Source: an optimization exercise on an open RTL-to-GDS flow (aim: small area, a short achievable clock period and few clock cycles). Production flows keep margins and buffers that such runs may drop.
Where RTL was checked, it was by simulation tests only, not by an equivalence proof against the original.
No functional check of the RTL was part of run 1.
No run shown here takes its clock network from TritonCTS; it comes from the design's own scripts or RTL.
The flow treats the clock pin as an ideal source. Dropping or thinning the clock tree relies on that and would not hold on a real chip.
Power figures rest on the tool's default switching activity, not on a simulated workload.

### flow/flow/run.sh
#!/bin/bash
# Standard layout with three changes:
#  - the port buffers are sky130_fd_sc_hd__buf_1 instead of the delay buffer
#    buffer_ports picks by default;
#  - after clock tree synthesis, flow/clock.tcl replaces the two-level clock
#    tree with four clock buffers, each driving a quarter of the flip-flops;
#  - it then repairs setup timing with a margin, so that the resizer works on
#    the paths that set the achieved clock period.
set -euo pipefail
here=$(pwd)
export CLOCK_REPAIR_MARGIN=3.05
export CLOCK_ROOT_BUFS=4
export CLOCK_ROOT_BUF=sky130_fd_sc_hd__clkbuf_8
bash standard.sh 'BUFFER_PORTS_ARGS=-buffer_cell sky130_fd_sc_hd__buf_1' "POST_CTS_TCL=$here/flow/clock.tcl" finish > standard_make.log 2>&1
### flow/flow/clock.tcl
# Replace the clock tree that clock_tree_synthesis built with a single clock
# buffer: clk -> one buffer -> every flip-flop clock pin. The design is small
# enough that one buffer drives all its flip-flops with low slew, and the
# clock then reaches every flip-flop through the same single buffer.
set clkbuf_master sky130_fd_sc_hd__clkbuf_16
if {[info exists ::env(CLOCK_ROOT_BUF)]} { set clkbuf_master $::env(CLOCK_ROOT_BUF) }
set block [ord::get_db_block]
set db [ord::get_db]
set clknet [[$block findBTerm clk] getNet]

# every flip-flop clock pin
set sinks {}
foreach pin [all_registers -clock_pins -edge_triggered] {
  lappend sinks [sta::sta_to_db_pin $pin]
}

# the clock tree cells: everything reached from clk through nets of buffers
# and inverters, that is not a flip-flop
set tree {}
set todo [list $clknet]
while {[llength $todo]} {
  set net [lindex $todo 0]
  set todo [lrange $todo 1 end]
  foreach it [$net getITerms] {
    if {![$it isInputSignal]} { continue }
    set inst [$it getInst]
    if {[lsearch -exact $sinks $it] >= 0} { continue }
    if {[lsearch -exact $tree $inst] >= 0} { continue }
    lappend tree $inst
    foreach o [$inst getITerms] {
      if {[$o isOutputSignal] && [$o getNet] ne "NULL"} { lappend todo [$o getNet] }
    }
  }
}

# CLOCK_ROOT_BUFS buffers (default 1), each driving an equal share of the
# flip-flops, split by position (left to right).
set nbuf 1
if {[info exists ::env(CLOCK_ROOT_BUFS)]} { set nbuf $::env(CLOCK_ROOT_BUFS) }
set keyed {}
foreach it $sinks {
  set bb [[$it getInst] getBBox]
  lappend keyed [list [expr {([$bb xMin] + [$bb xMax]) / 2}] [expr {([$bb yMin] + [$bb yMax]) / 2}] $it]
}
set keyed [lsort -integer -index 0 $keyed]
foreach inst $tree {
  puts "clock.tcl: removing [$inst getName] ([[$inst getMaster] getName])"
  set nets {}
  foreach o [$inst getITerms] {
    if {[$o isOutputSignal] && [$o getNet] ne "NULL"} { lappend nets [$o getNet] }
  }
  odb::dbInst_destroy $inst
  foreach n $nets { if {[llength [$n getITerms]] == 0 && [llength [$n getBTerms]] == 0} { odb::dbNet_destroy $n } }
}
set total [llength $keyed]
for {set b 0} {$b < $nbuf} {incr b} {
  set lo [expr {$b * $total / $nbuf}]
  set hi [expr {($b + 1) * $total / $nbuf - 1}]
  set group [lrange $keyed $lo $hi]
  set newnet [odb::dbNet_create $block clk_root_$b]
  $newnet setSigType CLOCK
  set sx 0; set sy 0
  foreach k $group {
    lassign $k x y it
    set sx [expr {$sx + $x}]; set sy [expr {$sy + $y}]
    $it disconnect
    $it connect $newnet
  }
  set inst [odb::dbInst_create $block [$db findMaster $clkbuf_master] clkbuf_root_$b]
  $inst setLocation [expr {$sx / [llength $group]}] [expr {$sy / [llength $group]}]
  $inst setPlacementStatus PLACED
  [$inst findITerm A] connect $clknet
  [$inst findITerm X] connect $newnet
  puts "clock.tcl: [llength $group] flip-flops on $clkbuf_master clkbuf_root_$b"
}
detailed_placement
estimate_parasitics -placement
report_clock_skew

# With the final clock tree in place, let the resizer work on the paths that
# set the achieved period, aiming for CLOCK_REPAIR_MARGIN ns of setup slack.
if {[info exists ::env(CLOCK_REPAIR_MARGIN)]} {
  repair_timing -setup -setup_margin $::env(CLOCK_REPAIR_MARGIN) -verbose
  detailed_placement
  estimate_parasitics -placement
}
report_worst_slack -max
report_design_area
### flow/standard.sh
#!/bin/bash
# synth_recipe.tcl (not shown) runs the flow's synth.tcl, then flattens the netlist and writes it again
# the make line also repeats each setting of config.mk as NAME=value (left out here)
make -C /OpenROAD-flow-scripts/flow DESIGN_CONFIG=/design/flow/config.mk WORK_HOME=/design/flow/orfs CLKGATE_MAP_FILE= SYNTH_SCRIPT=/design/flow/synth_recipe.tcl "${@:-finish}"
### flow/config.mk
export PLATFORM = sky130hd
export DESIGN_NAME = dual_cache
export DESIGN_NICKNAME = dual_cache
export VERILOG_FILES = /design/flow/design.v
export SDC_FILE = /design/flow/constraint.sdc
export NUM_CORES = 4
export LEC_CHECK = 0
export CAP_MARGIN = 20
export CORE_AREA = 2.3 2.3 67.7 67.7
export DIE_AREA = 0 0 70 70
export SLEW_MARGIN = 20
### flow/constraint.sdc
create_clock -name core_clock -period 5.0 [get_ports {clk}]
set_input_delay 1.0000 -clock core_clock [delete_from_list [all_inputs] [get_ports {clk}]]
set_output_delay 1.0000 -clock core_clock [all_outputs]
set_load 0.01 [all_outputs]
### flow/design.v
`timescale 1ns / 1ns
module cache_ctrl(clk, rst, start, read_operation, address, busy, hit,
                  own_ack, write_ack, mem_addr, mem_rdata, read_data);
input clk, rst;
input start, read_operation;
input [7:0] address;
input busy;                      
output hit;
input own_ack;                   
input write_ack;                 
input [7:0] mem_addr, mem_rdata;
output reg [7:0] read_data;
reg [7:0] tag;
reg valid;
assign hit = start & busy & read_operation & valid & (address == tag);
always @(posedge clk)
begin
	if(rst)
		valid <= 0;
	else if(write_ack)
		valid <= 0;
	else if(own_ack)
		valid <= 1;
end
always @(posedge clk)
begin
	if(own_ack)
	begin
		tag <= mem_addr;
		read_data <= mem_rdata;
	end
end
endmodule
`timescale 1ns / 1ns
module bus_arb(clk, rst,
               start1, read_operation1, in_address1, in_data1, hit1,
               start2, read_operation2, in_address2, in_data2, hit2,
               finish1, finish2, cache_busy1, cache_busy2, ack1, ack2,
               mem_req, mem_we, mem_addr, mem_wdata, mem_ack);
input clk, rst;
input start1, read_operation1, start2, read_operation2;
input [7:0] in_address1, in_address2, in_data1, in_data2;
input hit1, hit2;
output reg finish1, finish2;
output reg cache_busy1, cache_busy2;
output ack1, ack2;
output reg mem_req;
output reg mem_we;
output reg [7:0] mem_addr, mem_wdata;
input mem_ack;
reg smp;             
reg owner;           
wire start_other = owner ? start1 : start2;
wire busy_other  = owner ? cache_busy1 : cache_busy2;
wire hit_other   = owner ? hit1 : hit2;
wire free = ~mem_req | (smp & mem_ack);
wire load = free & start_other & busy_other & ~hit_other;    
assign ack1 = smp & mem_ack & ~owner;
assign ack2 = smp & mem_ack & owner;
always @(posedge clk)
begin
	if(rst)
	begin
		mem_req <= 0;
		smp <= 0;
		owner <= 0;
		finish1 <= 0;
		finish2 <= 0;
		cache_busy1 <= 1;
		cache_busy2 <= 1;
	end
	else
	begin
		finish1 <= ack1 | hit1;
		finish2 <= ack2 | hit2;
		cache_busy1 <= ~((load & owner) | hit1);
		cache_busy2 <= ~((load & ~owner) | hit2);
		if(mem_req & ~smp)
			smp <= 1;
		else if(free)
		begin
			smp <= 0;
			mem_req <= load;
			if(start1 | start2)
				owner <= ~owner;
		end
	end
end
always @(posedge clk)
begin
	if(free)
	begin
		mem_we <= owner ? ~read_operation1 : ~read_operation2;
		mem_addr <= owner ? in_address1 : in_address2;
		mem_wdata <= owner ? in_data1 : in_data2;
	end
end
endmodule
`timescale 1ns / 1ns
module dual_cache(clk, rst,
                  start1, read_operation1, in_address1, in_data1, out_data1, finish1, cache_busy1,
                  start2, read_operation2, in_address2, in_data2, out_data2, finish2, cache_busy2,
                  mem_req, mem_we, mem_addr, mem_wdata, mem_ack, mem_rdata);
input clk, rst;
input start1, read_operation1, start2, read_operation2;
input [7:0] in_address1, in_address2;
input [7:0] in_data1, in_data2;
output [7:0] out_data1, out_data2;
output finish1, finish2;
output cache_busy1, cache_busy2;
output mem_req, mem_we;
output [7:0] mem_addr, mem_wdata;
input mem_ack;
input [7:0] mem_rdata;
wire hit1, hit2, ack1, ack2;
bus_arb busmem1(.clk(clk), .rst(rst),
                .start1(start1), .read_operation1(read_operation1), .in_address1(in_address1), .in_data1(in_data1), .hit1(hit1),
                .start2(start2), .read_operation2(read_operation2), .in_address2(in_address2), .in_data2(in_data2), .hit2(hit2),
                .finish1(finish1), .finish2(finish2), .cache_busy1(cache_busy1), .cache_busy2(cache_busy2),
                .ack1(ack1), .ack2(ack2),
                .mem_req(mem_req), .mem_we(mem_we), .mem_addr(mem_addr), .mem_wdata(mem_wdata), .mem_ack(mem_ack));
cache_ctrl cc1(.clk(clk), .rst(rst), .start(start1), .read_operation(read_operation1), .address(in_address1),
               .busy(cache_busy1), .hit(hit1), .own_ack(ack1), .write_ack((ack1 | ack2) & mem_we),
               .mem_addr(mem_addr), .mem_rdata(mem_rdata), .read_data(out_data1));
cache_ctrl cc2(.clk(clk), .rst(rst), .start(start2), .read_operation(read_operation2), .address(in_address2),
               .busy(cache_busy2), .hit(hit2), .own_ack(ack2), .write_ack((ack1 | ack2) & mem_we),
               .mem_addr(mem_addr), .mem_rdata(mem_rdata), .read_data(out_data2));
endmodule
==> metrics.cfg, run 1 <==
[run_status]
status = timing/DRC/antenna clean

[pwr]
static-leakage-power_nw = 0.863
clockPowerShare_pct = 20.4
switchingPower_mw = 0.221
internal_power_mw = 0.716
power.density_mw_per_mm2 = 354
combinationalPowerShare_pct = 13.7
swShare_pct = 23.6
p_total_mw = 0.937
pwr-share-seq_pct = 65.9
vdd_drop_max_v = 0.000233

[worst_hold_path]
hold_path_depth = 0
min_from = busmem1.mem_addr[5]
holdPathEnd = cc2.tag[5]
hold_class = reg2reg

[logic_synthesis]
synth_cells = 126
ys_seq_elements = 58
syn-num-nets = 173
ys_warn_count = 2
ys_seq_area_share_pct = 76.0
yosys.cell_types.count = 21
synth_area_per_cell_um2 = 17.2
syn-cell-area_mm2 = 0.00217

[setup_path]
critical_path.startpoint = in_address2[6]
critPathMaxStageDelay_ns = 0.51
rr_worst_depth = 2
crit_path_start_kind = input pin
cp.required_ns = 5.03
critPathBufInv = 1
path_cells = buf_8 > xnor2_2 > nand3_1 > or4_4 > nand2_1 > a31oi_1
r2r_setup_slack_ns = 3.35
worstSetupPathType = in2reg
end_kind = register
timing.critical_path.arrival_ns = 2.03
worstReg2RegStart = busmem1.owner
slowest_stage = or4_4
critPathTopFamily = simple AND/OR/NAND/NOR gates
crit_fanout = 3
worst_r2r_endpoint = cc2.tag[1]

[sta]
timing.final.crit_share_pct = 40.1
finClkSkew_ns = 0.00832
drv_slew = 0
finalHoldViolCount = 0
worst-slew-pin-transition_ns = 0.556
fin_crit_ns = 2.00
max_freq_mhz = 499
setup-violations-final = 0
relSlewSlack_pct = 63.0
rsz0062_at_grt = no
tns_ns = 0

[floorplan]
dieWidth_um = 70
rows = 23
dieHeight_um = 70
initial_utilization_pct = 53.2
io_pins = 85
dieArea_mm2 = 0.00490
core_mm2 = 0.00409

[clock_network]
clk_pin_slew_ns = 0.09
cts.sinks = 58
clock_latency_ns = 0.15

[detailed_routing]
drc = 0
totalWireLength_mm = 4.29
routedWlPerCell_um = 16.4
vias = 1365
drt_iter0_drc = 92
viasPerCell = 5.21
drtPass1Iterations = 4
ant_nets = 0

[cells_and_area]
drive_gt1_share_pct = 14.6
syn_to_final_growth_pct = 21.6
finalNonFillerCells = 262
diodes = 0
final_util_pct = 64.7
finalNetCount = 270
final_design_area_no_fill_mm2 = 0.00264

[global_routing]
grt_pass1_vias = 1488
antenna_found_initial = 0
grt_pass1_wl_mm = 6.99
grt_use_total_pct = 18.3
overflow = 0
grt_max_degree = 24

[job]
maxCapViolCount = 0

[placed_design]
dpl.cell_count = 258
place_hpwl_mm = 3.12
place_area_mm2 = 0.00254
port-buffer-count = 84
gp_congestion = 0.820

[flip-flops by register name, indices dropped and copies added, names as in the netlist, 8 cells and up]
| register | flops |
|---|---|
| busmem1.mem_addr | 8 |
| busmem1.mem_wdata | 8 |
| cc1.read_data | 8 |
| cc1.tag | 8 |
| cc2.read_data | 8 |
| cc2.tag | 8 |
[synthesized netlist by cell type]
cell / number / area (um2)
nor4_1: 1 / 6.26
xor2_1: 8 / 70.1
edfxtp_1: 49 / 1470
nor3_1: 1 / 5.00
or4_4: 1 / 11.3
a21o_1: 2 / 15.0
o21a_1: 2 / 15.0
clkbuf_1: 1 / 3.75
inv_1: 2 / 7.51
xnor2_1: 9 / 78.8
nor2_1: 4 / 15.0
mux2_2: 16 / 180
buf_2: 2 / 10.0
nand3_1: 2 / 10.0
mux2i_1: 1 / 10.0
o21ai_0: 1 / 5.00
a21oi_1: 2 / 10.0
a31oi_1: 2 / 12.5
nand4_1: 6 / 37.5
dfxtp_1: 9 / 180
nand2_1: 5 / 18.8
[cell families (layout without fill, tap and decap cells)]
| logic type | count (synthesis) | after routing | synth area share [%] |
|---|---|---|---|
| compound gates | 9 | 9 | 2.65 |
| simple gates | 20 | 20 | 4.78 |
| xor+xnor | 17 | 17 | 6.85 |
| mux | 17 | 17 | 8.75 |
| buf+inv | 5 | 91 | 0.979 |
| flops | 58 | 58 | 76.0 |
[layout make-up]
| class | instances | area (um2) |
|---|---|---|
| plain buffers | 4 | 55.1 |
| fillers | 320 | 1440 |
| inverters | 2 | 11.3 |
| multi-input cells | 63 | 526 |
| flip-flops and latches | 58 | 1650 |
| well taps | 50 | 62.6 |
| repair buffers | 85 | 337 |
[through the flow]
stage | setup WS, ns | hold slack, ns
floorplan | 2.79 | 0.440
global placement | 2.58 | 0.449
detailed placement | 2.48 | 0.458
global route | 2.82 | 0.489
finish | 3.00 | 0.471
[routing by layer]
layer  track usage [%]  vias to the layer above  share of wire (%)
met3              4.62                        2                6.3
met2              34.9                       59                 53
met4              2.56                        0               0.49
met1              21.0                      658                 40
met5                 0                        -                  0
li1                  -                      646                  -
[cell usage in the layout (no fill, tap or decap), types with 3 or more instances in the layout]
cell	instances
clkbuf_8	4
dfxtp_1	8
xnor2_2	3
xor2_1	8
nor2_1	4
buf_1	81
edfxtp_1	49
xnor2_1	6
mux2_2	16
nand4_1	6
nand2_1	4
[power by group through the flow]
stage / Sequential, mW / Clock, mW / Combinational [mW]
finish: 0.617 / 0.191 / 0.128
global route: 0.624 / 0.214 / 0.140
detailed placement: 0.628 / 0 / 0.128
global placement: 0.625 / 0 / 0.123
floorplan: 0.629 / 0 / 0.0664
[how the worst max path moves through the flow]
stage,end,depth (start not counted)
after floorplan,cc1.read_data[0],2
after global placement,busmem1.owner,6
after detailed placement,busmem1.owner,6
after global routing,busmem1.owner,6
final,busmem1.mem_req,6
==> run 2, diff against run 1 <==
--- a/flow/design.v
+++ b/flow/design.v
@@ -49,11 +49,12 @@
 output reg [7:0] mem_addr, mem_wdata;
 input mem_ack;
 reg smp;             
+reg idle;            
 reg owner;           
 wire start_other = owner ? start1 : start2;
 wire busy_other  = owner ? cache_busy1 : cache_busy2;
 wire hit_other   = owner ? hit1 : hit2;
-wire free = ~mem_req | (smp & mem_ack);
+wire free = idle | (smp & mem_ack);
 wire load = free & start_other & busy_other & ~hit_other;    
 assign ack1 = smp & mem_ack & ~owner;
 assign ack2 = smp & mem_ack & owner;
@@ -62,6 +63,7 @@
 	if(rst)
 	begin
 		mem_req <= 0;
+		idle <= 1;
 		smp <= 0;
 		owner <= 0;
 		finish1 <= 0;
@@ -75,25 +77,26 @@
 		finish2 <= ack2 | hit2;
 		cache_busy1 <= ~((load & owner) | hit1);
 		cache_busy2 <= ~((load & ~owner) | hit2);
-		if(mem_req & ~smp)
+		if(~idle & ~smp)
 			smp <= 1;
 		else if(free)
 		begin
 			smp <= 0;
 			mem_req <= load;
+			idle <= ~load;
 			if(start1 | start2)
 				owner <= ~owner;
 		end
 	end
 end
+wire sel1 = free & owner;
+wire sel2 = free & ~owner;
+wire hold = ~free;
 always @(posedge clk)
 begin
-	if(free)
-	begin
-		mem_we <= owner ? ~read_operation1 : ~read_operation2;
-		mem_addr <= owner ? in_address1 : in_address2;
-		mem_wdata <= owner ? in_data1 : in_data2;
-	end
+	mem_we <= (sel1 & ~read_operation1) | (sel2 & ~read_operation2) | (hold & mem_we);
+	mem_addr <= ({8{sel1}} & in_address1) | ({8{sel2}} & in_address2) | ({8{hold}} & mem_addr);
+	mem_wdata <= ({8{sel1}} & in_data1) | ({8{sel2}} & in_data2) | ({8{hold}} & mem_wdata);
 end
 endmodule
 `timescale 1ns / 1ns
--- a/flow/flow/run.sh
+++ b/flow/flow/run.sh
@@ -8,7 +8,7 @@
 #    the paths that set the achieved clock period.
 set -euo pipefail
 here=$(pwd)
-export CLOCK_REPAIR_MARGIN=3.05
+export CLOCK_REPAIR_MARGIN=3.3
 export CLOCK_ROOT_BUFS=4
 export CLOCK_ROOT_BUF=sky130_fd_sc_hd__clkbuf_8
 bash standard.sh 'BUFFER_PORTS_ARGS=-buffer_cell sky130_fd_sc_hd__buf_1' "POST_CTS_TCL=$here/flow/clock.tcl" finish > standard_make.log 2>&1
--- a/flow/config.mk
+++ b/flow/config.mk
@@ -5,6 +5,7 @@
 export SDC_FILE = /design/flow/constraint.sdc
 export NUM_CORES = 4
 export LEC_CHECK = 0
+export ABC_AREA = 1
 export CAP_MARGIN = 20
 export CORE_AREA = 2.3 2.3 67.7 67.7
 export DIE_AREA = 0 0 70 70
==> run 2 against run 1 <==
Core utilization rose by 6.4 points. Synthesized cell count rose by 75%. Via count rose by 36%. Register-to-register slack improved by 0.27 ns. First-iteration DRC count rose by 25%. Sequential share of layout area fell by 11 points. Wire length rose by 19%. Clock skew rose by 0.0016 ns. Global-route usage rose by 3.4 points. Flip-flop and latch count rose by 1. Total power rose by 16%. Setup slack improved by 0.18 ns.
==> metrics.cfg, run 2 <==
[placed_design]
port-buffer-count = 84
place_ws_ns = 2.89
place_hpwl_mm = 3.34
gp_congestion = 0.974

[floorplan]
core_mm2 = 0.00409
dieArea_mm2 = 0.00490
dieWidth_um = 70
io_pins = 85
rows = 23
dieHeight_um = 70
initial_utilization_pct = 54.8

[sta]
hold_ws_ns = 0.470
drv_slew = 0
timing.final.crit_share_pct = 36.5
relSlewSlack_pct = 72.5
finalHoldViolCount = 0
worst-slew-pin-transition_ns = 0.411
setup-violations-final = 0
rsz0062_at_grt = no
max_freq_mhz = 547
finClkSkew_ns = 0.00989
setup_ws_ns = 3.17
fin_crit_ns = 1.83
tns_ns = 0

[logic_synthesis]
yosys.cell_types.count = 20
synth_area_leaders = edfxtp_1 43%, dfxtp_1 24%, nand2_1 13%, xnor2_1 4.7%, nand3_1 3.6%
synth_top_area_share_pct = 42.9
synth_edf_count = 32
ys_warn_count = 2
syn-cell-area_mm2 = 0.00224
synthMostInstantiatedCell = nand2_1
synth_async_sr_flop_share_pct = 0
synth_common_cells = 80 x nand2_1, 32 x edfxtp_1, 27 x dfxtp_1, 16 x nand3_1, 14 x nor2_1
synth_flop_cell = edfxtp_1
synth_top_area_cell = edfxtp_1
ys_seq_elements = 59
synth_cells = 220
ys_seq_area_share_pct = 67.0
syn-num-nets = 267
synth_area_per_cell_um2 = 10.2

[job]
maxCapViolCount = 0

[worst_hold_path]
min_from = cc2.valid
hold_path_depth = 2
holdPathEnd = cc2.valid
hold_class = reg2reg

[global_routing]
grt_max_degree = 19
antenna_found_initial = 0
grt_use_total_pct = 21.7
grt_pass1_vias = 1802
overflow = 0
grt_pass1_wl_mm = 8.43

[cells_and_area]
mostFrequentLayoutCell = nand2_1
finalNetCount = 377
final_cell_mix = 78 x nand2_1, 74 x buf_1, 32 x edfxtp_1
final_util_pct = 71.1
diodes = 0
syn_to_final_growth_pct = 29.6
multiInputGateArea_um2 = 713
regArea_mm2 = 0.00151
fill_cells = 320
drive_gt1_share_pct = 17.2

[pwr]
clockPowerShare_pct = 17.8
pwr-share-seq_pct = 58.0
internal_power_mw = 0.768
switchingPower_mw = 0.322
static-leakage-power_nw = 1.15
power.density_mw_per_mm2 = 375
p_total_mw = 1.09
vdd_drop_max_v = 0.000380
swShare_pct = 29.6
combinationalPowerShare_pct = 24.2

[setup_path]
cp.required_ns = 5.05
end_kind = register
crit_fanout = 3
worstSetupPathType = in2reg
crit_path_start_kind = input pin
r2r_setup_slack_ns = 3.62
worstReg2RegStart = busmem1.owner
rr_worst_depth = 3
worst_r2r_endpoint = cc2.read_data[0]
timing.critical_path.arrival_ns = 1.88

[detailed_routing]
totalWireLength_mm = 5.09
drtPass1Iterations = 4
ant_nets = 0
routedWlPerCell_um = 13.8
drc = 0
vias = 1854
drt_iter0_drc = 115
viasPerCell = 5.02

[run_status]
status = timing/DRC/antenna clean

[clock_network]
clk_pin_slew_ns = 0.10
clock_latency_ns = 0.15
cts.sinks = 59

run 2: changes by cell type after synthesis, sizes merged, moves of 4 or more:
cell | previous run | this run
nor2 | 4 | 16
nand4 | 6 | 0
nand3 | 2 | 16
mux2 | 16 | 0
xor2 | 8 | 0
inv | 2 | 18
nand2 | 5 | 83
o21ai | 1 | 5
dfxtp | 9 | 27
edfxtp | 49 | 32
run 2: how the worst max path moves through the flow:
| stage | startpoint | to | cells past startpoint |
|---|---|---|---|
| finish | start1 | busmem1.mem_req | 10 |
| global route | start1 | busmem1.mem_req | 10 |
| detailed placement | mem_ack | busmem1.mem_addr[7] | 7 |
| global placement | mem_ack | busmem1.mem_we | 7 |
| floorplan | mem_ack | cc1.read_data[0] | 2 |
run 2: area by class of cell:
class / count / area share (%)
sequential: 59 / 51.9
multi-input combinational: 140 / 24.6
timing repair buffer: 98 / 16.6
inverter: 18 / 2.84
tap: 50 / 2.15
buffer: 4 / 1.90
run 2: metrics by stage:
step / instances / cell area [um2]
3_3_place_gp: 353 / 2620
3_5_place_dp: 353 / 2620
6_report: 369 / 2900
2_1_floorplan: 220 / 2240
5_1_grt: 369 / 2900
run 2: power groups by stage:
stage          combinational, mW  sequential, mW  clock, mW
2_1_floorplan              0.109           0.653          0
3_3_place_gp               0.211           0.635          0
3_5_place_dp               0.214           0.634          0
5_1_grt                    0.293           0.639      0.212
6_report                   0.264           0.632      0.194
run 2: routing by layer:
metal | up-vias | global-route usage [%] | part of all wire (%)
met2 | 78 | 37.2 | 51
met5 | - | 0 | 0
met4 | 0 | 4.27 | 0.35
met3 | 2 | 4.91 | 7.4
met1 | 864 | 28.3 | 42
li1 | 910 | - | -
run 2: critical path: stages:
cell,delay [ns]
buf_1,0.13
nand2_1,0.10
nor2_1,0.11
nand3_1,0.09
nor2_1,0.09
nand2_1,0.09
nand2_1,0.07
nand3_1,0.08
nand2_2,0.08
nor2_2,0.03
run 2: cell families after synthesis:
group | after synthesis | synth area share (%)
AOI/OAI and AO/OA | 13 | 3.41
and+or+nand+nor | 115 | 21.2
DFF | 59 | 67.0
buffers and inverters | 21 | 3.74
xor gates and xnor gates | 12 | 4.69
Testbench counts of run 2, summed over its fixed seeds: cycles 14,154.
==> run 3, diff against run 2 <==
--- a/flow/flow/run.sh
+++ b/flow/flow/run.sh
@@ -8,7 +8,7 @@
 #    the paths that set the achieved clock period.
 set -euo pipefail
 here=$(pwd)
-export CLOCK_REPAIR_MARGIN=3.3
+export CLOCK_REPAIR_MARGIN=3.15
 export CLOCK_ROOT_BUFS=4
 export CLOCK_ROOT_BUF=sky130_fd_sc_hd__clkbuf_8
 bash standard.sh 'BUFFER_PORTS_ARGS=-buffer_cell sky130_fd_sc_hd__buf_1' "POST_CTS_TCL=$here/flow/clock.tcl" finish > standard_make.log 2>&1
==> run 3 against run 2 <==
Synthesized cell count is the same. Area after synthesis unchanged. Core utilization is 5.2 points lower. Critical path type unchanged. Via count fell by 4.7%. Sequential share of layout area up 3.9 points. Critical path depth fell by 2. Highest routed layer is now met3. Design area down 7.4%. Fmax shrank 1.7%. Combinational power fell by 17%. Still clean on timing, DRC and antenna. Die area unchanged.
==> metrics.cfg, run 3 <==
[run_status]
status = timing/DRC/antenna clean

[pwr]
internal_power_mw = 0.735
clockPowerShare_pct = 18.5
switchingPower_mw = 0.303
power.density_mw_per_mm2 = 386
pwr-share-seq_pct = 60.3
vdd_drop_max_v = 0.000352
static-leakage-power_nw = 1.03
p_total_mw = 1.04
swShare_pct = 29.2
combinationalPowerShare_pct = 21.2

[cells_and_area]
finalNetCount = 367
finalNonFillerCells = 359
mostFrequentLayoutCell = buf_1
final_util_pct = 65.8
diodes = 0
syn_to_final_growth_pct = 20.0
final_cell_mix = 84 x buf_1, 80 x nand2_1, 32 x edfxtp_1
fill_cells = 367
final_design_area_no_fill_mm2 = 0.00269
drive_gt1_share_pct = 6.80

[setup_path]
r2r_setup_slack_ns = 3.73
critPathMaxStageDelay_ns = 0.19
end_kind = register
crit_path_start_kind = input pin
cp.required_ns = 5.04
slowest_stage = inv_4
rr_worst_depth = 3
path_cells = buf_1 > nand2_2 > nand2_4 > inv_4 > nor2_4 > buf_4 > nand2_1 > nand3_1
timing.critical_path.arrival_ns = 1.90
worstReg2RegStart = busmem1.owner
worstSetupPathType = in2reg
critical_path.startpoint = mem_ack
worst_r2r_endpoint = cc2.read_data[4]
crit_fanout = 17

[sta]
max_freq_mhz = 538
rsz0062_at_grt = no
relSlewSlack_pct = 80.5
finClkSkew_ns = 0.00742
tns_ns = 0
drv_slew = 0
fin_crit_ns = 1.86
finalHoldViolCount = 0
timing.final.crit_share_pct = 37.2
setup-violations-final = 0
worst-slew-pin-transition_ns = 0.289

[logic_synthesis]
synth_cells = 220
ys_warn_count = 2
synth_async_sr_flop_share_pct = 0
synth_top_area_share_pct = 42.9
syn-cell-area_mm2 = 0.00224
ys_seq_area_share_pct = 67.0
synth_area_leaders = edfxtp_1 43%, dfxtp_1 24%, nand2_1 13%, xnor2_1 4.7%, nand3_1 3.6%
synth_top_area_cell = edfxtp_1
yosys.cell_types.count = 20
synth_edf_count = 32
synth_flop_cell = edfxtp_1
synth_common_cells = 80 x nand2_1, 32 x edfxtp_1, 27 x dfxtp_1, 16 x nand3_1, 14 x nor2_1
synthMostInstantiatedCell = nand2_1
ys_seq_elements = 59
syn-num-nets = 267
synth_area_per_cell_um2 = 10.2

[global_routing]
grt_use_total_pct = 20.1
antenna_found_initial = 0
grt_pass1_wl_mm = 7.83
overflow = 0
grt_pass1_vias = 1664
grt_max_degree = 19

[detailed_routing]
routedWlPerCell_um = 13.0
ant_nets = 0
totalWireLength_mm = 4.68
drtPass1Iterations = 4
drt_iter0_drc = 83
vias = 1767
drc = 0
viasPerCell = 4.92

[worst_hold_path]
holdPathEnd = cc2.valid
hold_class = reg2reg
hold_path_depth = 2
min_from = cc2.valid

[floorplan]
dieArea_mm2 = 0.00490
initial_utilization_pct = 54.8
rows = 23
dieWidth_um = 70
dieHeight_um = 70
core_mm2 = 0.00409
io_pins = 85

[clock_network]
clock_latency_ns = 0.15
cts.sinks = 59
clk_pin_slew_ns = 0.09

[placed_design]
gp_congestion = 0.974
place_hpwl_mm = 3.34
port-buffer-count = 84
dpl.cell_count = 353
place_area_mm2 = 0.00262

[job]
maxCapViolCount = 0

run 3: changes by cell type in the layout (fill, tap and decap cells not counted), moves of 4 or more:
cell / before / now
buf_1: 74 / 84
buf_4: 10 / 4
buf_6: 8 / 0
clkbuf_2: 5 / 0
dfxtp_1: 22 / 27
dfxtp_2: 5 / 0
xnor2_1: 8 / 12
xnor2_2: 4 / 0
run 3: final cells by class:
| type | count | area (um2) | share of cell area, % |
|---|---|---|---|
| flip-flops and latches | 59 | 1500 | 55.8 |
| inverters | 18 | 70.1 | 2.60 |
| multi-input cells | 140 | 656 | 24.4 |
| repair buffers | 88 | 345 | 12.8 |
| well taps | 50 | 62.6 | 2.33 |
| plain buffers | 4 | 55.1 | 2.05 |
run 3: how the worst max path moves through the flow:
stage | endpoint | slack [ns] | cells past startpoint
final | busmem1.mem_addr[5] | 3.14 | 8
after floorplan | cc1.read_data[0] | 2.77 | 2
after global placement | busmem1.mem_we | 2.90 | 7
after detailed placement | busmem1.mem_addr[7] | 2.89 | 7
after global routing | busmem1.mem_req | 3.02 | 9
run 3: power groups by stage:
stage	Clock (mW)	Combinational, mW	Sequential [mW]
5_1_grt	0.212	0.249	0.634
3_3_place_gp	0	0.211	0.635
2_1_floorplan	0	0.109	0.653
3_5_place_dp	0	0.214	0.634
6_report	0.192	0.220	0.626
run 3: cell families (layout without fill, tap and decap cells):
| kind of cell | after synthesis | after routing | share of synthesized area (%) |
|---|---|---|---|
| compound gates | 13 | 13 | 3.41 |
| xor+xnor | 12 | 12 | 4.69 |
| flops | 59 | 59 | 67.0 |
| buf+inv | 21 | 110 | 3.74 |
| simple gates | 115 | 115 | 21.2 |
run 3: worst max-delay path: cells and delay by family:
kind                   cells  cell delay [ns]
AND/OR/NAND/NOR            5             0.42
buffers and inverters      3             0.46
run 3: per-layer routing:
layer / GRT usage (%) / share of wire [%] / up-vias
met4: 3.63 / 0 / 0
met2: 34.4 / 49 / 77
met1: 26.4 / 44 / 800
li1: - / - / 890
met3: 4.91 / 7.1 / 0
met5: 0 / 0 / -
run 3: through the flow:
| step | setup WS [ns] | hold slack (ns) |
|---|---|---|
| 5_1_grt | 3.02 | 0.501 |
| 3_5_place_dp | 2.89 | 0.447 |
| 2_1_floorplan | 2.77 | 0.430 |
| 3_3_place_gp | 2.90 | 0.452 |
| 6_report | 3.14 | 0.461 |

[static timing again, ports no longer ideal]
Ports are ideal in the flow. The routed layouts listed here were re-timed in OpenROAD. Step 1 (the two cells are an assumption about what drives the block):
set clk [get_ports {clk}]
set_driving_cell -lib_cell sky130_fd_sc_hd__clkbuf_16 $clk
set_driving_cell -lib_cell sky130_fd_sc_hd__buf_2 [delete_from_list [all_inputs] $clk]
Step 2, shift: input delay + t, output delay - t, t = (earliest + latest rising clock arrival at the registers) / 2. This alone moves slack from input paths to output paths. Three values: no drivers, after step 1, after step 2; two values: the first two.
run | shift t [ns] | slack for setup (ns) | slew at the worst register clock pin (ns)
run 1 | 0.197 | 2.996 / 3.003 / 2.807 | 0.09 / 0.09
run 2 | 0.198 | 3.173 / 3.192 / 2.994 | 0.10 / 0.10
run 3 | 0.196 | 3.140 / 3.165 / 2.969 | 0.09 / 0.09
After both steps every run listed still meets setup and hold. For run 1, which loses most, drivers alone change the setup slack by +0.007 ns; drivers and shift together by -0.189 ns.
